From an optimization exercise on the open Yosys and OpenROAD flow, aimed at small area, a short achievable clock period and few clock cycles; shortcuts taken in it are not production practice.
The RTL was checked by simulation tests, not by an equivalence proof against the original design.
The clock input has no modelled driver; a real chip could not lean on it and would need a root buffer or a full tree.
No activity file was given, so power comes from the tool's default toggle rates.

the baseline:
## dual_cache
module dual_cache(clk, rst,
                  start1, read_operation1, in_address1, in_data1, out_data1, finish1, cache_busy1,
                  start2, read_operation2, in_address2, in_data2, out_data2, finish2, cache_busy2,
                  mem_req, mem_we, mem_addr, mem_wdata, mem_ack, mem_rdata);
Size in the first run: about 140 cells after synthesis, about 33 flip-flops, about 1200 um2 of cells after synthesis.
==> flow/config.mk <==
export PLATFORM = sky130hd
export DESIGN_NAME = dual_cache
export DESIGN_NICKNAME = dual_cache
export VERILOG_FILES = /design/flow/design.v
export SDC_FILE = /design/flow/constraint.sdc
export NUM_CORES = 4
export LEC_CHECK = 0
export ABC_AREA = 1
export CAP_MARGIN = 20
export CORE_AREA = 2.3 2.3 57.7 57.7
export DIE_AREA = 0 0 60 60
export SLEW_MARGIN = 20
==> flow/constraint.sdc <==
create_clock -name core_clock -period 5.0 [get_ports {clk}]
set_input_delay 1.0000 -clock core_clock [delete_from_list [all_inputs] [get_ports {clk}]]
set_output_delay 1.0000 -clock core_clock [all_outputs]
set_load 0.01 [all_outputs]
standard.sh (not shown) runs the stock make flow with config.mk's settings and CLKGATE_MAP_FILE= SYNTH_SCRIPT=/design/flow/synth_recipe.tcl, a recipe that flattens the netlist after the stock synthesis.
==> flow/flow/run.sh <==
#!/bin/bash
# Standard layout with three changes:
#  - the port buffers are sky130_fd_sc_hd__buf_1 instead of the delay buffer
#    buffer_ports picks by default;
#  - after clock tree synthesis, flow/clock.tcl replaces the two-level clock
#    tree with two clock buffers, each driving half of the flip-flops;
#  - it then repairs setup timing with a margin, so that the resizer works on
#    the paths that set the achieved clock period.
set -euo pipefail
here=$(pwd)
export CLOCK_REPAIR_MARGIN=3.28
export CLOCK_ROOT_BUFS=2
export CLOCK_ROOT_BUF=sky130_fd_sc_hd__clkbuf_8
bash standard.sh 'BUFFER_PORTS_ARGS=-buffer_cell sky130_fd_sc_hd__buf_1' "POST_CTS_TCL=$here/flow/clock.tcl" finish > standard_make.log 2>&1
==> flow/flow/clock.tcl <==
# Replace the clock tree that clock_tree_synthesis built with a single clock
# buffer: clk -> one buffer -> every flip-flop clock pin. The design is small
# enough that one buffer drives all its flip-flops with low slew, and the
# clock then reaches every flip-flop through the same single buffer.
set clkbuf_master sky130_fd_sc_hd__clkbuf_16
if {[info exists ::env(CLOCK_ROOT_BUF)]} { set clkbuf_master $::env(CLOCK_ROOT_BUF) }
set block [ord::get_db_block]
set db [ord::get_db]
set clknet [[$block findBTerm clk] getNet]

# every flip-flop clock pin
set sinks {}
foreach pin [all_registers -clock_pins -edge_triggered] {
  lappend sinks [sta::sta_to_db_pin $pin]
}

# the clock tree cells: everything reached from clk through nets of buffers
# and inverters, that is not a flip-flop
set tree {}
set todo [list $clknet]
while {[llength $todo]} {
  set net [lindex $todo 0]
  set todo [lrange $todo 1 end]
  foreach it [$net getITerms] {
    if {![$it isInputSignal]} { continue }
    set inst [$it getInst]
    if {[lsearch -exact $sinks $it] >= 0} { continue }
    if {[lsearch -exact $tree $inst] >= 0} { continue }
    lappend tree $inst
    foreach o [$inst getITerms] {
      if {[$o isOutputSignal] && [$o getNet] ne "NULL"} { lappend todo [$o getNet] }
    }
  }
}

# CLOCK_ROOT_BUFS buffers (default 1), each driving an equal share of the
# flip-flops, split by position (left to right).
set nbuf 1
if {[info exists ::env(CLOCK_ROOT_BUFS)]} { set nbuf $::env(CLOCK_ROOT_BUFS) }
set keyed {}
foreach it $sinks {
  set bb [[$it getInst] getBBox]
  lappend keyed [list [expr {([$bb xMin] + [$bb xMax]) / 2}] [expr {([$bb yMin] + [$bb yMax]) / 2}] $it]
}
set keyed [lsort -integer -index 0 $keyed]
foreach inst $tree {
  puts "clock.tcl: removing [$inst getName] ([[$inst getMaster] getName])"
  set nets {}
  foreach o [$inst getITerms] {
    if {[$o isOutputSignal] && [$o getNet] ne "NULL"} { lappend nets [$o getNet] }
  }
  odb::dbInst_destroy $inst
  foreach n $nets { if {[llength [$n getITerms]] == 0 && [llength [$n getBTerms]] == 0} { odb::dbNet_destroy $n } }
}
set total [llength $keyed]
for {set b 0} {$b < $nbuf} {incr b} {
  set lo [expr {$b * $total / $nbuf}]
  set hi [expr {($b + 1) * $total / $nbuf - 1}]
  set group [lrange $keyed $lo $hi]
  set newnet [odb::dbNet_create $block clk_root_$b]
  $newnet setSigType CLOCK
  set sx 0; set sy 0
  foreach k $group {
    lassign $k x y it
    set sx [expr {$sx + $x}]; set sy [expr {$sy + $y}]
    $it disconnect
    $it connect $newnet
  }
  set inst [odb::dbInst_create $block [$db findMaster $clkbuf_master] clkbuf_root_$b]
  $inst setLocation [expr {$sx / [llength $group]}] [expr {$sy / [llength $group]}]
  $inst setPlacementStatus PLACED
  [$inst findITerm A] connect $clknet
  [$inst findITerm X] connect $newnet
  puts "clock.tcl: [llength $group] flip-flops on $clkbuf_master clkbuf_root_$b"
}
detailed_placement
estimate_parasitics -placement
report_clock_skew

# With the final clock tree in place, let the resizer work on the paths that
# set the achieved period, aiming for CLOCK_REPAIR_MARGIN ns of setup slack.
if {[info exists ::env(CLOCK_REPAIR_MARGIN)]} {
  repair_timing -setup -setup_margin $::env(CLOCK_REPAIR_MARGIN) -verbose
  detailed_placement
  estimate_parasitics -placement
}
report_worst_slack -max
report_design_area
Testbench counts of the baseline, summed over its fixed seeds: cycles 14,280.
The inputs of the candidate differ from those of the baseline as listed below.
--- a/flow/flow/run.sh
+++ b/flow/flow/run.sh
@@ -11 +11 @@
-export CLOCK_REPAIR_MARGIN=3.28
+export CLOCK_REPAIR_MARGIN=3.36
@@ -13 +13 @@
-export CLOCK_ROOT_BUF=sky130_fd_sc_hd__clkbuf_8
+export CLOCK_ROOT_BUF=sky130_fd_sc_hd__clkbuf_16
Results
The candidate reports a higher total track usage than the baseline does. The candidate has wire length reported by the detailed router above what the baseline had. On wire length of the first global-routing pass: the candidate sits above the baseline.
No run of this note takes its clock network from TritonCTS; it comes from the design's own scripts or RTL.

========
The RTL this note starts from:
==> flow/design.v <==
`timescale 1ns / 1ns
module bus_arb(clk, rst,
               start1, read_operation1, in_address1, in_data1,
               start2, read_operation2, in_address2, in_data2,
               out_data1, out_data2, finish1, finish2, cache_busy1, cache_busy2,
               mem_req, mem_we, mem_addr, mem_wdata, mem_ack, mem_rdata);
input clk, rst;
input start1, read_operation1, start2, read_operation2;
input [7:0] in_address1, in_address2, in_data1, in_data2;
output [7:0] out_data1, out_data2;
output reg finish1, finish2;
output reg cache_busy1, cache_busy2;
output reg mem_req;
output reg mem_we;
output reg [7:0] mem_addr, mem_wdata;
input mem_ack;
input [7:0] mem_rdata;
reg smp;             
reg owner;           
reg [7:0] rdata;
wire start_owner = owner ? start2 : start1;
wire start_other = owner ? start1 : start2;
wire free = ~mem_req | (smp & mem_ack);
wire load = free & start_other;    
always @(posedge clk)
begin
	if(rst)
	begin
		mem_req <= 0;
		smp <= 0;
		owner <= 0;
		finish1 <= 0;
		finish2 <= 0;
		cache_busy1 <= 1;
		cache_busy2 <= 1;
	end
	else
	begin
		finish1 <= smp & mem_ack & ~owner;
		finish2 <= smp & mem_ack & owner;
		cache_busy1 <= ~(load & owner);
		cache_busy2 <= ~(load & ~owner);
		if(mem_req & ~smp)
			smp <= 1;
		else if(free)
		begin
			smp <= 0;
			mem_req <= start_other;
			if(start_other | start_owner)
				owner <= ~owner;
		end
	end
end
always @(posedge clk)
begin
	rdata <= mem_rdata;
	if(free)
	begin
		mem_we <= owner ? ~read_operation1 : ~read_operation2;
		mem_addr <= owner ? in_address1 : in_address2;
		mem_wdata <= owner ? in_data1 : in_data2;
	end
end
assign out_data1 = rdata;
assign out_data2 = rdata;
endmodule
`timescale 1ns / 1ns
module dual_cache(clk, rst,
                  start1, read_operation1, in_address1, in_data1, out_data1, finish1, cache_busy1,
                  start2, read_operation2, in_address2, in_data2, out_data2, finish2, cache_busy2,
                  mem_req, mem_we, mem_addr, mem_wdata, mem_ack, mem_rdata);
input clk, rst;
input start1, read_operation1, start2, read_operation2;
input [7:0] in_address1, in_address2;
input [7:0] in_data1, in_data2;
output [7:0] out_data1, out_data2;
output finish1, finish2;
output cache_busy1, cache_busy2;
output mem_req, mem_we;
output [7:0] mem_addr, mem_wdata;
input mem_ack;
input [7:0] mem_rdata;
bus_arb busmem1(.clk(clk), .rst(rst),
                .start1(start1), .read_operation1(read_operation1), .in_address1(in_address1), .in_data1(in_data1),
                .start2(start2), .read_operation2(read_operation2), .in_address2(in_address2), .in_data2(in_data2),
                .out_data1(out_data1), .out_data2(out_data2), .finish1(finish1), .finish2(finish2),
                .cache_busy1(cache_busy1), .cache_busy2(cache_busy2),
                .mem_req(mem_req), .mem_we(mem_we), .mem_addr(mem_addr), .mem_wdata(mem_wdata),
                .mem_ack(mem_ack), .mem_rdata(mem_rdata));
endmodule
clock: 5.0 ns
lec_check: 0
cap_margin: 20
core_margin: 2
core_utilization: 40
slew_margin: 20
==> flow/flow/run.sh <==
#!/bin/bash
# Standard layout with two changes:
#  - the port buffers are sky130_fd_sc_hd__buf_1 instead of the delay buffer
#    buffer_ports picks by default;
#  - after clock tree synthesis, flow/clock.tcl replaces the two-level clock
#    tree with a single clock buffer that drives every flip-flop.
set -euo pipefail
here=$(pwd)
bash standard.sh 'BUFFER_PORTS_ARGS=-buffer_cell sky130_fd_sc_hd__buf_1' "POST_CTS_TCL=$here/flow/clock.tcl" finish > standard_make.log 2>&1
==> flow/flow/clock.tcl <==
# Replace the clock tree that clock_tree_synthesis built with a single clock
# buffer: clk -> one buffer -> every flip-flop clock pin. The design is small
# enough that one buffer drives all its flip-flops with low slew, and the
# clock then reaches every flip-flop through the same single buffer.
set clkbuf_master sky130_fd_sc_hd__clkbuf_16
if {[info exists ::env(CLOCK_ROOT_BUF)]} { set clkbuf_master $::env(CLOCK_ROOT_BUF) }
set block [ord::get_db_block]
set db [ord::get_db]
set clknet [[$block findBTerm clk] getNet]

# every flip-flop clock pin
set sinks {}
foreach pin [all_registers -clock_pins -edge_triggered] {
  lappend sinks [sta::sta_to_db_pin $pin]
}

# the clock tree cells: everything reached from clk through nets of buffers
# and inverters, that is not a flip-flop
set tree {}
set todo [list $clknet]
while {[llength $todo]} {
  set net [lindex $todo 0]
  set todo [lrange $todo 1 end]
  foreach it [$net getITerms] {
    if {![$it isInputSignal]} { continue }
    set inst [$it getInst]
    if {[lsearch -exact $sinks $it] >= 0} { continue }
    if {[lsearch -exact $tree $inst] >= 0} { continue }
    lappend tree $inst
    foreach o [$inst getITerms] {
      if {[$o isOutputSignal] && [$o getNet] ne "NULL"} { lappend todo [$o getNet] }
    }
  }
}

set newnet [odb::dbNet_create $block clk_root]
$newnet setSigType CLOCK
set sx 0; set sy 0
foreach it $sinks {
  set bb [[$it getInst] getBBox]
  set sx [expr {$sx + ([$bb xMin] + [$bb xMax]) / 2}]
  set sy [expr {$sy + ([$bb yMin] + [$bb yMax]) / 2}]
  $it disconnect
  $it connect $newnet
}
foreach inst $tree {
  puts "clock.tcl: removing [$inst getName] ([[$inst getMaster] getName])"
  set nets {}
  foreach o [$inst getITerms] {
    if {[$o isOutputSignal] && [$o getNet] ne "NULL"} { lappend nets [$o getNet] }
  }
  odb::dbInst_destroy $inst
  foreach n $nets { if {[llength [$n getITerms]] == 0 && [llength [$n getBTerms]] == 0} { odb::dbNet_destroy $n } }
}
set inst [odb::dbInst_create $block [$db findMaster $clkbuf_master] clkbuf_root]
$inst setLocation [expr {$sx / [llength $sinks]}] [expr {$sy / [llength $sinks]}]
$inst setPlacementStatus PLACED
[$inst findITerm A] connect $clknet
[$inst findITerm X] connect $newnet
puts "clock.tcl: [llength $sinks] flip-flops on $clkbuf_master clkbuf_root"
detailed_placement
estimate_parasitics -placement
report_clock_skew
Testbench counts at the start, summed over its fixed seeds: cycles 14,280.
Change:
==> flow/flow/run.sh (replaced) <==
#!/bin/bash
# Standard layout with three changes:
#  - the port buffers are sky130_fd_sc_hd__buf_1 instead of the delay buffer
#    buffer_ports picks by default;
#  - after clock tree synthesis, flow/clock.tcl replaces the two-level clock
#    tree with a single clock buffer that drives every flip-flop;
#  - it then repairs setup timing with a margin, so that the resizer works on
#    the paths that set the achieved clock period.
set -euo pipefail
here=$(pwd)
export CLOCK_REPAIR_MARGIN=3.3
bash standard.sh 'BUFFER_PORTS_ARGS=-buffer_cell sky130_fd_sc_hd__buf_1' "POST_CTS_TCL=$here/flow/clock.tcl" finish > standard_make.log 2>&1
--- a/flow/flow/clock.tcl
+++ b/flow/flow/clock.tcl
@@ -62,2 +62,12 @@
 estimate_parasitics -placement
 report_clock_skew
+
+# With the final clock tree in place, let the resizer work on the paths that
+# set the achieved period, aiming for CLOCK_REPAIR_MARGIN ns of setup slack.
+if {[info exists ::env(CLOCK_REPAIR_MARGIN)]} {
+  repair_timing -setup -setup_margin $::env(CLOCK_REPAIR_MARGIN) -verbose
+  detailed_placement
+  estimate_parasitics -placement
+}
+report_worst_slack -max
+report_design_area
Settings changed: CORE_AREA set to 2.5 2.5 59.5 59.5, CORE_MARGIN 2 to not set, CORE_UTILIZATION 40 to not set, DIE_AREA set to 0 0 62 62.
Critical path depth fell by 3.
Power grows by 1.5%.
Final cell count rose by 7.8%.
Die area is higher by 14%.
Via count is higher by 2.9%.
Utilization is lower by 4.3 points.
Design area is higher by 2.6%.
Global-route usage came out lower by 1.7 points.
Synthesized cell count is unchanged.
Clock power goes up by about 4%.
Change:
Settings changed: CORE_AREA 2.5 2.5 59.5 59.5 to not set, CORE_MARGIN set to 2, CORE_UTILIZATION set to 40, DIE_AREA 0 0 62 62 to not set.
Outcome: Wire length decreases by about 7.5%; first-iteration DRC count decreases by about 56%; setup slack gains 21 ps; clock power decreases by about 4%.
Change:
--- a/flow/flow/run.sh
+++ b/flow/flow/run.sh
@@ -9,4 +9,4 @@
 set -euo pipefail
 here=$(pwd)
-export CLOCK_REPAIR_MARGIN=3.3
+export CLOCK_REPAIR_MARGIN=3.45
 bash standard.sh 'BUFFER_PORTS_ARGS=-buffer_cell sky130_fd_sc_hd__buf_1' "POST_CTS_TCL=$here/flow/clock.tcl" finish > standard_make.log 2>&1
Settings changed: CORE_AREA set to 2.5 2.5 59.5 59.5, CORE_MARGIN 2 to not set, CORE_UTILIZATION 40 to not set, DIE_AREA set to 0 0 62 62.
Result:
- combinational power grows by about 20%
- hold slack is better by 21 ps
- routed wire length grows by about 14%
- critical path depth is unchanged
- power grows by about 4%
- cell area grows by about 13%
- cell count grows by about 8%
- synthesized cell count does not change
No run of this note takes its clock network from TritonCTS; it comes from the design's own scripts or RTL.

## what the ideal ports hide
The flow's constraints put no driver on any port. The routed layouts listed below were extracted and timed again, unchanged, in two steps. Step 1: set_driving_cell puts a clkbuf_16 on clk and a buf_2 on each other input, an assumption about the parent block. Step 2 moves the port delays by t, midway between the first and last clock arrival at a register: inputs arrive t later, outputs are due t later. That takes back most of the time a late clock gives input paths. Three values: ideal, step 1, step 2; two values: the first two.
run | t, ns | setup WS [ns] | hold WS [ns] | clock arrival spread, ns | slew at the worst register clock pin (ns)
the baseline | 0.189 | 3.323 / 3.291 / 3.141 | 0.476 / 0.476 / 0.476 | 0.008 / 0.008 | 0.10 / 0.10
the candidate | 0.178 | 3.364 / 3.323 / 3.199 | 0.468 / 0.468 / 0.468 | 0.004 / 0.004 | 0.07 / 0.07
the first run of note 2 | 0.196 | 3.142 / 3.148 / 2.952 | 0.475 / 0.475 / 0.475 | 0.006 / 0.006 | 0.11 / 0.11
the second run of note 2 | 0.199 | 3.280 / 3.253 / 3.185 | 0.511 / 0.511 / 0.511 | 0.005 / 0.004 | 0.11 / 0.11
the third run of note 2 | 0.195 | 3.301 / 3.273 / 3.123 | 0.488 / 0.488 / 0.488 | 0.009 / 0.010 | 0.11 / 0.11
the fourth run of note 2 | 0.196 | 3.304 / 3.276 / 3.184 | 0.509 / 0.509 / 0.509 | 0.007 / 0.007 | 0.11 / 0.11
After both steps every run listed still meets setup and hold. For the first run of note 2, which loses most, drivers alone change the setup slack by +0.006 ns; drivers and shift together by -0.190 ns.
